From an optimization exercise on the open Yosys and OpenROAD flow, aimed at small area, a short achievable clock period and few clock cycles; shortcuts taken in it are not production practice. No run shown here included a check of the RTL's function; only the layout flow was run. Power figures rest on the tool's default switching activity, not on a simulated workload.

<file path="flow/run.sh">
#!/bin/bash
# synth_recipe.tcl (not shown) runs the flow's synth.tcl, then flattens the netlist and writes it again
# the make line also repeats each setting of config.mk as NAME=value (left out here)
make -C /OpenROAD-flow-scripts/flow DESIGN_CONFIG=/design/flow/config.mk WORK_HOME=/design/flow/orfs CLKGATE_MAP_FILE= SYNTH_SCRIPT=/design/flow/synth_recipe.tcl finish
</file>
<file path="flow/config.mk">
export PLATFORM = sky130hd
export DESIGN_NAME = JAM
export DESIGN_NICKNAME = JAM
export VERILOG_FILES = /design/flow/design.v
export SDC_FILE = /design/flow/constraint.sdc
export NUM_CORES = 4
export LEC_CHECK = 0
export CAP_MARGIN = 20
export CORE_MARGIN = 2
export CORE_UTILIZATION = 40
export SETUP_SLACK_MARGIN = 2.0
export SLEW_MARGIN = 20
</file>
<file path="flow/constraint.sdc">
create_clock -name core_clock -period 6.0 [get_ports {CLK}]
set_input_delay 1.2000 -clock core_clock [delete_from_list [all_inputs] [get_ports {CLK}]]
set_output_delay 1.2000 -clock core_clock [all_outputs]
set_load 0.01 [all_outputs]
</file>
<file path="flow/design.v">
module JAM (
input CLK,
input RST,
output reg [2:0] W,
output reg [2:0] J,
input [6:0] Cost,
output reg [3:0] MatchCount,
output reg [9:0] MinCost,
output reg Valid );
localparam PRE = 2'd0, SRCH = 2'd2;
reg [1:0]  ph;
reg        qc;           
reg [2:0]  kd, jd;
reg        sk;           
reg [7:0]  Ud;           
reg [10:0] Xd;           
reg [10:0] thr;          
reg [2:0]  Ws, Js;
reg [7:0]  Us;
reg [10:0] Xs;
reg        ss;           
reg        se;           
reg [9:0]  T;            
reg        found;
reg [2:0]  js [0:6];     
reg [10:0] X  [0:6];     
reg [6:0]  r  [0:7];
reg [6:0]  c  [0:7];     
function [2:0] pe;        
    input [7:0] m;
    begin
        casez (m)
        8'b???????1: pe = 3'd0;
        8'b??????10: pe = 3'd1;
        8'b?????100: pe = 3'd2;
        8'b????1000: pe = 3'd3;
        8'b???10000: pe = 3'd4;
        8'b??100000: pe = 3'd5;
        8'b?1000000: pe = 3'd6;
        default:     pe = 3'd7;
        endcase
    end
endfunction
wire        hi   = |thr[10:7];
wire [7:0]  dlt  = {1'b0, thr[6:0]} - {1'b0, Cost};
wire        le   = hi | ~dlt[7];
wire        lt   = hi | (~dlt[7] & |dlt[6:0]);
wire        ev   = (ph == SRCH) & ~Valid & ~sk;
wire        leaf = (kd == 3'd7);
wire        desc = ev & ~leaf & le;
wire        hit  = ev & leaf & le;
wire        impr = hit & lt;
wire [7:0]  Uc   = Ud | (8'd1 << jd);
wire [2:0]  fc   = pe(~Uc);
wire [2:0]  sf   = pe(~(Uc | (8'd1 << fc)));
wire [2:0]  kc   = kd + 3'd1;
always @(*) begin
    if (desc) begin
        W = kc; J = fc;
    end else begin
        W = Ws; J = Js;
    end
end
wire [6:0]  rn   = r[kc];
wire [10:0] thrc = thr + {4'd0, rn} + {4'd0, c[fc]} - {4'd0, Cost};
wire [10:0] Xc   = thr + {4'd0, rn} - {1'b0, T} - {4'd0, Cost};
wire [7:0]  sibm = ~Us & (8'hFE << Js);
wire        hs   = |sibm;
wire [2:0]  ka   = Ws - 3'd1;
wire [2:0]  ja   = js[ka];
wire [7:0]  Ua   = Us & ~(8'd1 << ja);
wire [7:0]  pma  = ~Ua & (8'hFE << ja);
wire        ha   = (Ws != 3'd0) & |pma;
wire [2:0]  kb   = Ws - 3'd2;
wire [2:0]  jb   = js[kb];
wire [7:0]  Ub   = Ua & ~(8'd1 << jb);
wire [7:0]  pmb  = ~Ub & (8'hFE << jb);
wire        hb   = (Ws[2:1] != 2'd0) & |pmb;
reg [2:0]  nW, nJ;
reg [7:0]  nU;
reg [10:0] nX;
reg        nss, nse;
always @(*) begin
    nss = 1'b0; nse = 1'b0;
    nW = Ws; nJ = pe(sibm); nU = Us; nX = Xs;
    if (!hs) begin
        if (ha) begin
            nW = ka; nJ = pe(pma); nU = Ua; nX = X[ka];
        end else begin
            nW = kb; nJ = hb ? pe(pmb) : jb; nU = Ub; nX = X[kb];
            if (!hb) begin
                if (Ws[2:1] == 2'd0 || Ws == 3'd2) nse = 1'b1;
                else nss = 1'b1;
            end
        end
    end
end
wire [10:0] thrs = {1'b0, T} + Xs + {4'd0, c[Js]};
wire [9:0]  s    = (T - thr[9:0]) + {3'd0, Cost};
wire [6:0]  q     = {qc, Ws, Js};
wire [6:0]  rowv  = (Js == 3'd2) ? T[6:0] : ((T[6:0] < thr[6:0]) ? T[6:0] : thr[6:0]);
wire        rowe  = (Js == 3'd1) & (q >= 7'd9) & ~qc | (q == 7'd65);           
wire [6:0]  val   = Xs[6:0] - r[7];                        
wire        row0  = (q >= 7'd10) & (q <= 7'd17);
wire [6:0]  cmin  = row0 ? val : ((val < c[0]) ? val : c[0]);
wire        colp  = (q >= 7'd10);
wire        fin   = (q >= 7'd66);                           
wire [9:0]  madd  = (ph == SRCH) ? T : (rowe ? {3'd0, rowv} : {3'd0, cmin});
wire        pend  = ~desc & ~impr & se;                   
always @(posedge CLK or posedge RST) begin
    if (RST) begin
        ph <= PRE;
        qc <= 1'b0;
        sk <= 1'b1;
        Ws <= 3'd0;
        Js <= 3'd0;
        Valid <= 1'b0;
    end else if (!Valid) begin
        case (ph)
        PRE: begin
            sk <= 1'b0;
            {qc, Ws, Js} <= {qc, Ws, Js} + 7'd1;
            if (q == 7'd73) begin
                ph <= SRCH;
                sk <= 1'b1;
                Ws <= 3'd0;
                Js <= 3'd0;
            end
        end
        default: begin
            if (desc) begin
                sk <= 1'b0;
                if (kd != 3'd6) begin
                    Ws <= kc; Js <= sf;
                end
            end else if (impr) begin
                sk <= 1'b1;
            end else if (se) begin
                if (found | hit) Valid <= 1'b1;
                else begin
                    sk <= 1'b1;
                    Ws <= 3'd0;
                    Js <= 3'd0;
                end
            end else begin
                sk <= ss;
                Ws <= nW; Js <= nJ;
            end
        end
        endcase
    end
end
integer i;
always @(posedge CLK) begin
    if (!Valid) begin
        case (ph)
        PRE: begin
            found <= 1'b0;
            if (!sk) begin
                T[6:0] <= Cost;
                for (i = 0; i < 6; i = i + 1) X[i][6:0] <= X[i+1][6:0];
                X[6][6:0] <= T[6:0];
                Xs[6:0] <= X[0][6:0];
                thr[6:0] <= rowv;
                for (i = 0; i < 7; i = i + 1) c[i] <= c[i+1];
                c[7] <= colp ? cmin : c[0];
                if (rowe) begin
                    for (i = 0; i < 7; i = i + 1) r[i] <= r[i+1];
                    r[7] <= rowv;
                end
                if (rowe || fin)
                    MinCost <= ((q == 7'd9) ? 10'd0 : MinCost) + madd;
            end
            if (q == 7'd73) begin
                T <= 10'd15;
                Us <= 8'd0;
                Xs <= {4'd0, r[0]};
                ss <= 1'b0;
                se <= 1'b0;
            end
        end
        default: begin
            if (hit) begin
                found <= 1'b1;
                MatchCount <= (lt | ~found) ? 4'd1 : MatchCount + 4'd1;
                if (lt) T <= s;
            end
            if (desc) begin
                kd <= kc; jd <= fc;
                Ud <= Uc; Xd <= Xc; thr <= thrc;
                js[kd] <= jd;
                X[kd] <= Xd;
                if (kd != 3'd6) begin
                    Us <= Uc; Xs <= Xc; ss <= 1'b0; se <= 1'b0;
                end
            end else if (impr) begin
            end else if (se) begin
                if (!(found | hit)) begin
                    T <= {T[8:0], 1'b1};
                    Us <= 8'd0;
                    Xs <= {4'd0, r[0]};
                    ss <= 1'b0;
                    se <= 1'b0;
                end else begin
                    MinCost <= MinCost + madd;
                end
            end else begin
                kd <= Ws; jd <= Js;
                Ud <= Us; Xd <= Xs; thr <= thrs;
                Us <= nU; Xs <= nX; ss <= nss; se <= nse;
            end
        end
        endcase
    end
end
endmodule
</file>
==> impl_metrics.env, run 1 <==
export IMPL_arrival_ns=5.53
export IMPL_final_max_slew_violation_count=0
export IMPL_timing_final_crit_share_pct=85.4
export IMPL_drc=0
export IMPL_finalSetupViolCount=0
export IMPL_period_needed_ns=5.12
export IMPL_crit_path_start_kind="register"
export IMPL_maxCapViolations=0
export IMPL_p_switching_mw=2.41
export IMPL_grt_overflow=0
export IMPL_grt_pass1_wl_mm=96.4
export IMPL_stdcell_area_mm2=0.0249
export IMPL_worstMarginPinSlew_ns=1.00
export IMPL_skew_ns=0.0309
export IMPL_dp_hpwl_mm=44.5
export IMPL_drt_iter0_drc=1866
export IMPL_netlist_area_mm2=0.0202
export IMPL_grt_antenna_before_repair=0
export IMPL_initial_core_util_pct=40.4
export IMPL_wirelength_mm=63.2
export IMPL_setup_slack_ns=0.878
export IMPL_place_inst=2434
export IMPL_track_usage_pct=23.9
export IMPL_clock_power_share_pct=28.7
export IMPL_rsz0062_at_grt="true"
export IMPL_slew_headroom_pct=32.9
export IMPL_setup_tns_ns=0
export IMPL_fillCellCount=4469
export IMPL_io_buffers=29
export IMPL_drt_wirelength_per_cell_um=24.1
export IMPL_hold_viol=0
export IMPL_cp_required_ns=6.41
export IMPL_grt_max_degree=57
export IMPL_pre_cts_ws_ns=0.414
export IMPL_p_leak_nw=9.29
export IMPL_first_pass_iters=7
export IMPL_ys_async_sr_fraction_pct=3.19
export IMPL_root_buffer="clkbuf_16"
export IMPL_cts_buffers_inserted=37
export IMPL_dieArea_mm2=0.0524
export IMPL_antenna_left=0
export IMPL_dieWidth_um=229
export IMPL_cts_num_sinks=313
export IMPL_crit_type="register to register"
export IMPL_grt_pass1_vias=15900
export IMPL_max_freq_mhz=195
export IMPL_cts_max_path_buffers=3
export IMPL_drive_gt1_share_pct=27.7
export IMPL_swShare_pct=32.0
export IMPL_num_vias=15800
export IMPL_ios=30
export IMPL_cts_htree_levels=2
export IMPL_antenna_cells=0
export IMPL_area_growth_pct=23.0
export IMPL_synth_seq_cells=313
export IMPL_synth_edf_count=303
export IMPL_place_gp_congestion=0.938
export IMPL_internal_power_mw=5.14
export IMPL_cts_tree="yes"
export IMPL_total_power_mw=7.55
export IMPL_stdcell_count=2622
export IMPL_power_density_mw_per_mm2=303
export IMPL_vias_per_cell=6.04
export IMPL_core_area_mm2=0.0501
export IMPL_yosysSeqAreaShare_pct=46.2
export IMPL_path_max_fanout=8
export IMPL_pwr_share_comb_pct=32.1
export IMPL_place_area_mm2=0.0218
export IMPL_status="finished clean"
export IMPL_synthCells=1764
export IMPL_power_frac_seq_pct=39.1
export IMPL_hold_class="register to register"
export IMPL_hold_buffers=0
export IMPL_syn_nets=1918
export IMPL_peakVddDrop_uv=193
export IMPL_clkLatencyLatePin_ns=0.56
export IMPL_die_h_um=229
export IMPL_ys_warnings_count=3
export IMPL_clk_pin_slew_ns=0.07
export IMPL_synth_distinct_cells=88
export IMPL_endpoint_kind="register"
export IMPL_avgSynthCellArea_um2=11.5
export IMPL_rows=82
export IMPL_nets=2079
export IMPL_synth_ff_type="edfxtp_1"
[flip-flops by register name, indices dropped and copies added, names as in the netlist, 3 cells and up]
name	count
jd	3
Xs	11
Xd	11
Js	3
r	56
Us	8
X	88
T	10
c	56
thr	11
MinCost	10
js	21
Ws	3
MatchCount	4
Ud	8
kd	3
[cells in the final DEF, fill, tap and decap left out, drive strengths merged, types with 23 or more instances in the layout]
cell type and n:
a21o 33, a21oi 131, a222oi 35, buf 188
clkbuf 43, edfxtp 303, fa 33, ha 112
inv 145, mux2 33, mux2i 62, mux4 55
nand2 131, nand3 23, nor2 107, nor2b 25
o21ai 96, xnor2 41
[power groups by stage]
stage	Clock, mW	Combinational, mW	Sequential [mW]
floorplan	0	1.34	2.88
global placement	0	1.76	2.97
detailed placement	0	1.78	2.98
CTS	2.20	2.18	2.95
global route	2.29	2.64	2.98
finish	2.17	2.42	2.95
[critical path: stages, from the launching register on]
cell	delay (ns)
edfxtp_1	0.48
buf_6	0.18
buf_6	0.11
ha_4	0.20
a222oi_1	0.31
mux2i_1	0.16
a21o_1	0.21
ha_4	0.17
fa_2	0.35
a21o_1	0.17
a21o_1	0.20
a21oi_2	0.16
inv_1	0.07
a21oi_2	0.19
xnor2_2	0.15
inv_1	0.07
fa_1	0.52
inv_2	0.05
ha_4	0.16
a21oi_4	0.17
o21ai_4	0.08
a31oi_2	0.21
xor3_2	0.33
a2bb2oi_2	0.15
nor2_1	0.12
[worst paths after layout]
check / from / endpoint / slack (ns) / cells past startpoint
setup / recovery: kd[0] / Xs[10] / 0.88 / 24
hold / removal: r[5][2] / r[4][2] / 0.45 / 0
setup reg to reg: kd[0] / Xs[10] / 0.88 / 24
hold reg to reg: r[5][2] / r[4][2] / 0.45 / 0
max in group asynchronous: RST / Ws[0] / 4.63 / 2
min in group asynchronous: RST / Ws[1] / 0.98 / 2
[layer usage]
layer	GRT usage, %	vias up	wire [µm]	part of all wire, %
met5	0	-	0	0
met4	10.1	0	2730	4.3
met3	4.10	125	4720	7.5
met2	36.7	743	28500	45
met1	33.3	7919	27200	43
li1	-	7042	-	-
[synth_stat cells (14+ instances only)]
cell type | instances | area, µm²
o21bai_1 | 14 | 105
a221oi_1 | 19 | 166
mux2_2 | 27 | 304
nand3_1 | 22 | 110
mux4_2 | 55 | 1240
nand2_1 | 131 | 492
mux2i_1 | 62 | 621
a222oi_1 | 35 | 350
a21o_1 | 32 | 240
o21a_1 | 16 | 120
nor2b_1 | 25 | 156
fa_1 | 33 | 661
clkbuf_1 | 60 | 225
o21ai_0 | 91 | 455
and2_1 | 17 | 106
edfxtp_1 | 303 | 9100
nor3_1 | 20 | 100
nor2_1 | 107 | 402
xor2_1 | 20 | 175
nand2b_1 | 14 | 87.6
inv_1 | 146 | 548
a21oi_1 | 130 | 651
xnor2_1 | 41 | 359
ha_1 | 112 | 1400
[stage by stage]
stage / hold WS [ns] / util (%)
3_5_place_dp: 0.435 / 43.5
3_3_place_gp: 0.433 / 43.5
6_report: 0.446 / 49.7
5_1_grt: 0.458 / 49.7
2_1_floorplan: 0.425 / -
4_1_cts: 0.448 / 48.4
[cell type report]
class	instances	area [µm²]	area share (%)
Inverter	147	581	2.33
Clock buffer	41	941	3.78
Timing Repair Buffer	208	1880	7.54
Clock inverter	23	188	0.754
Tap cell	672	841	3.38
Sequential cell	313	9360	37.6
Multi-Input combinational cell	1218	11100	44.6
[cells by family after synthesis]
kind of cell | share of synthesized area (%)
flops | 46.2
mux | 11.0
compound gates | 16.3
xor+xnor | 2.89
simple gates | 8.73
buf+inv | 4.72
fa+ha+maj | 10.2
[timing repair]
item	CTS	global route
endpoints found under the setup margin	269	104
endpoints found under the hold margin	0	0
setup buffers	90	34
resized for setup	205	95
pin swaps	72	54
==> run 2, diff against run 1 <==
--- a/flow/config.mk
+++ b/flow/config.mk
@@ -8,5 +8,4 @@
 export CAP_MARGIN = 20
 export CORE_MARGIN = 2
 export CORE_UTILIZATION = 40
-export SETUP_SLACK_MARGIN = 2.0
 export SLEW_MARGIN = 20
==> impl_metrics.env, run 2 <==
export IMPL_slew_headroom_pct=34.6
export IMPL_cp_required_ns=4.80
export IMPL_synth_seq_cells=313
export IMPL_timing_final_crit_share_pct=95.3
export IMPL_io_buffers=29
export IMPL_synth_adder_area_share_pct=10.2
export IMPL_cts_tree="yes"
export IMPL_period_needed_ns=5.72
export IMPL_place_gp_congestion=0.947
export IMPL_multi_input_area_mm2=0.00999
export IMPL_clkLatencyLatePin_ns=0.56
export IMPL_synth_ff_type="edfxtp_1"
export IMPL_grt_antenna_before_repair=0
export IMPL_fillCellCount=4631
export IMPL_layout_common_cells="edfxtp_1 (303), inv_1 (145), nand2_1 (131)"
export IMPL_arrival_ns=4.52
export IMPL_core_area_mm2=0.0501
export IMPL_synth_compound_area_share_pct=16.3
export IMPL_hold_ws_ns=0.444
export IMPL_status="finished clean"
export IMPL_root_buffer="clkbuf_16"
export IMPL_cts_max_path_buffers=3
export IMPL_stdcell_count=2510
export IMPL_synth_area_top_cells="edfxtp_1 (45%), ha_1 (6.9%), mux4_2 (6.1%)"
export IMPL_final_max_slew_violation_count=0
export IMPL_yosys_area_share_simple_pct=8.73
export IMPL_vias_per_cell=6.04
export IMPL_power_density_mw_per_mm2=302
export IMPL_nets=1967
export IMPL_rows=82
export IMPL_initial_core_util_pct=40.4
export IMPL_synth_distinct_cells=88
export IMPL_die_h_um=229
export IMPL_antenna_cells=0
export IMPL_worstMarginPinSlew_ns=0.982
export IMPL_dieWidth_um=229
export IMPL_grt_pass1_wl_mm=92.5
export IMPL_drc=0
export IMPL_peakVddDrop_uv=171
export IMPL_track_usage_pct=23.0
export IMPL_netlist_area_mm2=0.0202
export IMPL_cts_num_sinks=313
export IMPL_regMostFlops="X"
export IMPL_synthMuxAreaShare_pct=11.0
export IMPL_setup_tns_ns=0
export IMPL_crit_path_start_kind="input pin"
export IMPL_hold_buffers=0
export IMPL_dieArea_mm2=0.0524
export IMPL_cts_buffers_inserted=37
export IMPL_drt_iter0_drc=2044
export IMPL_skew_ns=0.0231
export IMPL_synthMostInstantiatedCell="edfxtp_1"
export IMPL_endpoint_kind="output port"
export IMPL_synthCells=1764
export IMPL_place_inst=2446
export IMPL_ys_warnings_count=3
export IMPL_drive_gt1_share_pct=12.8
export IMPL_finalSetupViolCount=0
export IMPL_hold_class="register to register"
export IMPL_first_pass_iters=9
export IMPL_maxCapViolations=0
export IMPL_cts_htree_levels=2
export IMPL_post_cts_buffers=0
export IMPL_area_growth_pct=12.1
export IMPL_synth_edf_count=303
export IMPL_area_sequential_mm2=0.00935
export IMPL_antenna_left=0
export IMPL_dp_hpwl_mm=45.3
export IMPL_synth_top_cells_by_count="edfxtp_1 (303), inv_1 (146), nand2_1 (131)"
export IMPL_p_leak_nw=8.51
export IMPL_yosys_area_top_type="edfxtp_1"
export IMPL_largest_register_ffs=88
export IMPL_hold_viol=0
export IMPL_drt_wirelength_per_cell_um=24.2
export IMPL_max_freq_mhz=175
export IMPL_wirelength_mm=60.7
export IMPL_rsz0062_at_grt="false"
export IMPL_grt_max_degree=57
export IMPL_syn_nets=1918
export IMPL_ys_async_sr_fraction_pct=3.19
export IMPL_clk_pin_slew_ns=0.06
export IMPL_yosysSeqAreaShare_pct=46.2
export IMPL_top_regs="X x88, c x56, r x56"
export IMPL_avgSynthCellArea_um2=11.5
export IMPL_yosys_area_share_xor_xnor_pct=2.89
export IMPL_ios=30
export IMPL_synth_top_family_by_area="compound AO/OA/AOI/OAI gates"
export IMPL_layout_commonest_cell="edfxtp_1"
export IMPL_path_max_fanout=13
export IMPL_num_vias=15200
export IMPL_grt_pass1_vias=14900
export IMPL_synth_top_area_share_pct=44.9
export IMPL_crit_type="input pin to output port"
export IMPL_total_power_mw=6.86
export IMPL_cts_resized=0
export IMPL_grt_overflow=0
==> run 2: cell counts after synthesis <==
No cell type changed its count.
==> run 2: metrics by stage <==
step	area (µm²)	setup slack, ns	util, %
final	22700	0.283	45.3
after global routing	22700	0.000456	45.3
after CTS	22700	0.402	45.3
after detailed placement	21500	0.401	43.0
after global placement	21500	0.430	43.0
after floorplan	20200	0.318	-
==> run 2: cells by family after synthesis <==
family                     count (synthesis)
AOI/OAI and AO/OA                        481
and+or+nand+nor                          379
DFF                                      313
buffers and inverters                    233
muxes                                    150
adders and majority gates                145
xor gates and xnor gates                  63
==> run 2: layout make-up <==
| cell class | count | area share, % |
|---|---|---|
| Multi-Input combinational cell | 1218 | 44.0 |
| Timing Repair Buffer | 96 | 3.50 |
| Inverter | 147 | 2.43 |
| Clock buffer | 43 | 4.18 |
| Tap cell | 672 | 3.71 |
| Sequential cell | 313 | 41.2 |
| Clock inverter | 21 | 0.926 |
==> run 2: per-layer routing <==
metal  vias up  wire (µm)  global-route usage [%]
li1       6814          -                       -
met1      7547      27100                    33.4
met2       692      27000                    35.2
met3       106       4650                    3.73
met4         0       1960                    7.43
met5         -          0                       0
==> run 2: final timing paths <==
kind | to | cells after the start | slack [ns] | start
max | J[0] | 11 | 0.28 | Cost[5]
min in group asynchronous | Js[1] | 2 | 0.98 | RST
max in group asynchronous | Ws[0] | 2 | 4.63 | RST
min reg2reg | r[1][1] | 0 | 0.44 | r[2][1]
min | r[1][1] | 0 | 0.44 | r[2][1]
max reg2reg | Xs[10] | 23 | 0.35 | kd[1]
==> run 2: report_power, final <==
part | leakage (nW) | internal (mW) | switching (mW)
Clock | 0.559 | 1.27 | 0.950
Combinational | 5.07 | 0.733 | 0.962
Sequential | 2.89 | 2.71 | 0.237
Total | 8.51 | 4.72 | 2.15
==> run 2: critical path: stages <==
cell	delay, ns
clkdlybuf4s50_1	0.58
inv_1	0.18
ha_1	0.38
o21a_1	0.13
o21ai_0	0.07
a31oi_1	0.48
o31a_2	0.41
buf_4	0.24
o21ai_0	0.10
o21ai_0	0.15
clkdlybuf4s50_1	0.59

-- afterwards: timing with drivers on the ports --
The results above use ideal ports. As a check the final layouts listed here were re-extracted and re-timed, cells and wires unchanged. Step 1, drivers: a clkbuf_16 drives CLK and a buf_2 each remaining input, both assumed. Step 2, shift: input delay + t, output delay - t, t = (earliest + latest rising clock arrival at the registers) / 2. This alone moves slack from input paths to output paths. Three values: ideal ports, drivers, drivers and shift; two values: the first two.
| run | shift t [ns] | setup slack, ns | hold WS [ns] | pins driven straight from the clock port |
|---|---|---|---|---|
| run 1 | 0.601 | 0.878 / 0.878 / 0.878 | 0.446 / 0.446 / 0.446 | 1 |
| run 2 | 0.603 | 0.283 / 0.258 / 0.258 | 0.444 / 0.444 / 0.444 | 1 |
After both steps setup and hold are still met in every run listed. The setup slack of run 2, which loses most, moves by -0.025 ns with the drivers and by -0.025 ns with both steps.
